From an optimization exercise on the open Yosys and OpenROAD flow, aimed at small area and a short achievable clock period; shortcuts taken in it are not production practice.
RTL that was checked went through simulation tests only; none was proved equivalent to the original.
No activity file was given, so power comes from the tool's default toggle rates.

==> inputs of harbor <==
Design spn_cu, start of the top module:
module spn_cu (
    input  logic        clk,
    input  logic        reset,            
    input  logic [1:0]  opcode,           
    input  logic [15:0] data_in,          
    input  logic [31:0] secret_key,       
    output logic [15:0] data_out,         
    output logic [1:0]  valid             
);
==> module spn_cu, before the edit <==
module spn_cu (
    input  logic        clk,
    input  logic        reset,            
    input  logic [1:0]  opcode,           
    input  logic [15:0] data_in,          
    input  logic [31:0] secret_key,       
    output logic [15:0] data_out,         
    output logic [1:0]  valid             
);
    function automatic logic [3:0] sbox(input logic [3:0] x);
        logic w;
        w = ~(x[1] ^ x[2]);
        sbox[0] = x[3] ^ (x[0] & w);
        sbox[1] = ~(x[0] ^ x[1]) ^ (x[3] & ((~x[0] & ~x[2]) | (x[1] & (x[0] ^ x[2]))));
        sbox[2] = x[2] ^ (x[0] & w & ~x[3]);
        sbox[3] = ~(x[0] ^ (x[2] & ~(x[0] & x[1])) ^ (x[3] & ~(x[0] ^ x[1])));
    endfunction
    function automatic logic [3:0] inv_sbox(input logic [3:0] x);
        inv_sbox[0] = ~(x[2] ^ x[3] ^ (x[0] & ~(x[1] ^ (x[2] & x[3]))));
        inv_sbox[1] = x[1] ^ x[2] ^ x[3] ^ (x[0] & (x[3] ? x[1] : x[2]));
        inv_sbox[2] = x[2] ^ (x[0] & ~x[3] & (x[1] ^ x[2]));
        inv_sbox[3] = (~(x[1] | x[2]) | (x[0] & x[1] & x[2])) ^ (x[3] & ~(x[0] ^ x[1] ^ x[2]));
    endfunction
    function automatic logic [15:0] s16(input logic [15:0] x);
        s16 = {sbox(x[15:12]), sbox(x[11:8]), sbox(x[7:4]), sbox(x[3:0])};
    endfunction
    function automatic logic [15:0] si16(input logic [15:0] x);
        si16 = {inv_sbox(x[15:12]), inv_sbox(x[11:8]), inv_sbox(x[7:4]), inv_sbox(x[3:0])};
    endfunction
    logic        st_idle, st_pe, st_pd, st_de, st_dd, st_err;
    logic [15:0] d_reg, k_reg;
    logic [7:0]  x_reg;
    logic        err_in, enc;
    logic [15:0] x, rk, u_enc, u_dec, u;
    assign err_in = st_idle && (opcode == 2'b11);
    assign enc    = st_idle ? opcode[0] : (st_pe | st_de);
    assign x     = st_idle ? data_in : d_reg;
    assign rk    = st_idle ? {secret_key[7:0], opcode[0] ? secret_key[23:16] : secret_key[31:24]}
                           : k_reg;
    assign u_enc = s16(x ^ rk);
    assign u_dec = si16(x) ^ rk;
    assign u     = enc ? u_enc : u_dec;
    always_ff @(posedge clk or posedge reset) begin
        if (reset) begin
            st_idle <= 1'b1;
            st_pe   <= 1'b0;
            st_pd   <= 1'b0;
            st_de   <= 1'b0;
            st_dd   <= 1'b0;
            st_err  <= 1'b0;
        end else begin
            st_idle <= st_de | st_dd | st_err | (st_idle && opcode == 2'b00);
            st_pe   <= st_idle && opcode == 2'b01;
            st_pd   <= st_idle && opcode == 2'b10;
            st_de   <= st_pe;
            st_dd   <= st_pd;
            st_err  <= err_in;
        end
    end
    always_ff @(posedge clk) begin
        d_reg <= enc ? {u[13:0], u[15:14]} : {u[1:0], u[15:2]};
        k_reg <= st_idle ? secret_key[15:0] : {k_reg[7:0], x_reg};
        x_reg <= opcode[0] ? secret_key[31:24] : secret_key[23:16];
    end
    assign data_out = ({16{st_de}} & u_enc) | ({16{st_dd}} & u_dec);
    assign valid    = {st_dd | st_err | err_in, st_de | st_err | err_in};
endmodule
clock: 5.5 ns
lec_check: 0
cap_margin: 20
core_margin: 2
core_utilization: 40
place_density: 0.6
slew_margin: 20
standard.sh (not shown) runs the stock make flow with config.mk's settings and CLKGATE_MAP_FILE= SYNTH_SCRIPT=/design/flow/synth_recipe.tcl, a recipe that flattens the netlist after the stock synthesis.
==> flow/flow/run.sh <==
#!/bin/bash
bash standard.sh "BUFFER_PORTS_ARGS=-buffer_cell sky130_fd_sc_hd__buf_1" "ADDER_MAP_FILE=" "SETUP_SLACK_MARGIN=1.0" finish > standard.log 2>&1
==> inputs of delta, as changes to harbor <==
--- a/flow/design.v
+++ b/flow/design.v
@@ -27,41 +27,40 @@
     function automatic logic [15:0] si16(input logic [15:0] x);
         si16 = {inv_sbox(x[15:12]), inv_sbox(x[11:8]), inv_sbox(x[7:4]), inv_sbox(x[3:0])};
     endfunction
-    logic        st_idle, st_pe, st_pd, st_de, st_dd, st_err;
+    logic        st_idle, st_pe, st_pd, st_de, st_dd;
+    logic [1:0]  vo;
     logic [15:0] d_reg, k_reg;
     logic [7:0]  x_reg;
-    logic        err_in, enc;
-    logic [15:0] x, rk, u_enc, u_dec, u;
+    logic        err_in;
+    logic [15:0] rk_a, a_enc, a_dec, b_enc, b_dec, a_next, b_next;
     assign err_in = st_idle && (opcode == 2'b11);
-    assign enc    = st_idle ? opcode[0] : (st_pe | st_de);
-    assign x     = st_idle ? data_in : d_reg;
-    assign rk    = st_idle ? {secret_key[7:0], opcode[0] ? secret_key[23:16] : secret_key[31:24]}
-                           : k_reg;
-    assign u_enc = s16(x ^ rk);
-    assign u_dec = si16(x) ^ rk;
-    assign u     = enc ? u_enc : u_dec;
+    assign st_de  = vo[0] && !vo[1];
+    assign st_dd  = vo[1] && !vo[0];
+    assign rk_a  = {secret_key[7:0], opcode[1] ? secret_key[31:24] : secret_key[23:16]};
+    assign a_enc = s16(data_in ^ rk_a);
+    assign a_dec = si16(data_in) ^ rk_a;
+    assign a_next = opcode[0] ? {a_enc[13:0], a_enc[15:14]} : {a_dec[1:0], a_dec[15:2]};
+    assign b_enc = s16(d_reg ^ k_reg);
+    assign b_dec = si16(d_reg) ^ k_reg;
+    assign b_next = st_pe ? {b_enc[13:0], b_enc[15:14]} : {b_dec[1:0], b_dec[15:2]};
     always_ff @(posedge clk or posedge reset) begin
         if (reset) begin
             st_idle <= 1'b1;
             st_pe   <= 1'b0;
             st_pd   <= 1'b0;
-            st_de   <= 1'b0;
-            st_dd   <= 1'b0;
-            st_err  <= 1'b0;
+            vo      <= 2'b00;
         end else begin
-            st_idle <= st_de | st_dd | st_err | (st_idle && opcode == 2'b00);
+            st_idle <= vo[0] | vo[1] | (st_idle && opcode == 2'b00);
             st_pe   <= st_idle && opcode == 2'b01;
             st_pd   <= st_idle && opcode == 2'b10;
-            st_de   <= st_pe;
-            st_dd   <= st_pd;
-            st_err  <= err_in;
+            vo      <= {st_pd | err_in, st_pe | err_in};
         end
     end
     always_ff @(posedge clk) begin
-        d_reg <= enc ? {u[13:0], u[15:14]} : {u[1:0], u[15:2]};
+        d_reg <= st_idle ? a_next : b_next;
         k_reg <= st_idle ? secret_key[15:0] : {k_reg[7:0], x_reg};
         x_reg <= opcode[0] ? secret_key[31:24] : secret_key[23:16];
     end
-    assign data_out = ({16{st_de}} & u_enc) | ({16{st_dd}} & u_dec);
-    assign valid    = {st_dd | st_err | err_in, st_de | st_err | err_in};
+    assign data_out = ({16{st_de}} & b_enc) | ({16{st_dd}} & b_dec);
+    assign valid    = vo | {err_in, err_in};
 endmodule
==> flow/flow/run.sh (replaced) <==
#!/bin/bash
set -u
here=$(pwd)
sed "s#SYNTH_SCRIPT=[^ ]*#SYNTH_SCRIPT=$here/flow/my_synth.tcl#" standard.sh > my_standard.sh
export MY_ABC_SCRIPT=$here/flow/abc.scr
export FLOW_SYNTH_TCL=$here/synth_recipe.tcl
extra=()
if [[ -f flow/make_args ]]; then mapfile -t extra < flow/make_args; fi
bash my_standard.sh "BUFFER_PORTS_ARGS=-buffer_cell sky130_fd_sc_hd__buf_1" "ADDER_MAP_FILE=" "${extra[@]}" finish > standard.log 2>&1
==> flow/flow/abc.scr (new file) <==
strash; &get -n; &fraig -x; &put; scorr; dc2; strash; &get -n; &dch -f; &nf; &put
==> flow/flow/make_args (new file) <==
SETUP_SLACK_MARGIN=2.3
CTS_ARGS=-sink_clustering_enable -repair_clock_nets -buf_list sky130_fd_sc_hd__clkbuf_16 -sink_clustering_size 60 -sink_clustering_max_diameter 500
==> flow/flow/my_synth.tcl (new file) <==
# Run the standard flow's synthesis script, but map with the ABC script in MY_ABC_SCRIPT.
proc abc {args} {
  set i [lsearch -exact $args -script]
  if { $i >= 0 } { lset args [expr {$i + 1}] $::env(MY_ABC_SCRIPT) }
  yosys abc {*}$args
}
source $::env(FLOW_SYNTH_TCL)
==> qor summary <==
item                                                                                         harbor        delta
Delay of the slowest cell on the worst path                                                 0.89 ns      0.48 ns
Signal buffers                                                                                   73           70
Num sequential                                                                                   46           45
Register-to-register setup slack                                                            2.68 ns      3.55 ns
Post-synthesis share of cell area spent on full adders, half adders and majority gates     0.005288     0.005241
Number of global-route vias before repair                                                      3017         3388
Maximum vdd ir drop                                                                        227.8 µV     263.8 µV
Met2 routed WL                                                                              4815 µm      4957 µm
Max Freq                                                                                 0.2314 GHz   0.3184 GHz
Inverter count of the layout excluding clock inverters                                            4           19
Run status                                                                 timing/DRC/antenna clean  timing/DRC/antenna clean
Parity-gate share of the synthesized area counting xor and xnor cells                        0.1362       0.2385
Endpoint of the worst hold path                                                               st_dd        vo[1]
First-pass GRT wire length                                                                 15480 µm     16390 µm
Worst clock skew                                                                        0.007415 ns  0.005467 ns
Clock network area share                                                                    0.02072      0.03052
No functional check of the RTL was part of harbor.

==> re-timing with driven ports <==
In the flow no input, the clock included, has a driving cell. The finished layouts below were timed again as built, in two steps. Step 1 sets driving cells, clkbuf_16 on the clock port and buf_2 on the other inputs (assumed; they add their load-dependent delay and slew). Step 2, shift: input delay + t, output delay - t, t = (earliest + latest rising clock arrival at the registers) / 2. This alone moves slack from input paths to output paths. a / b / c = ideal ports / drivers / drivers and shift; a / b = the first two.
run | shift t [ns] | slack for setup (ns) | worst setup path after step 2 | latest minus earliest clock arrival (ns)
harbor | 0.327 | 1.179 / 1.151 / 1.175 | input to output | 0.008 / 0.008
delta | 0.316 | 2.360 / 2.323 / 2.402 | input to register | 0.006 / 0.006
After both steps every run listed still meets setup and hold. The setup slack of harbor, which loses most, moves by -0.028 ns with the drivers and by -0.004 ns with both steps.
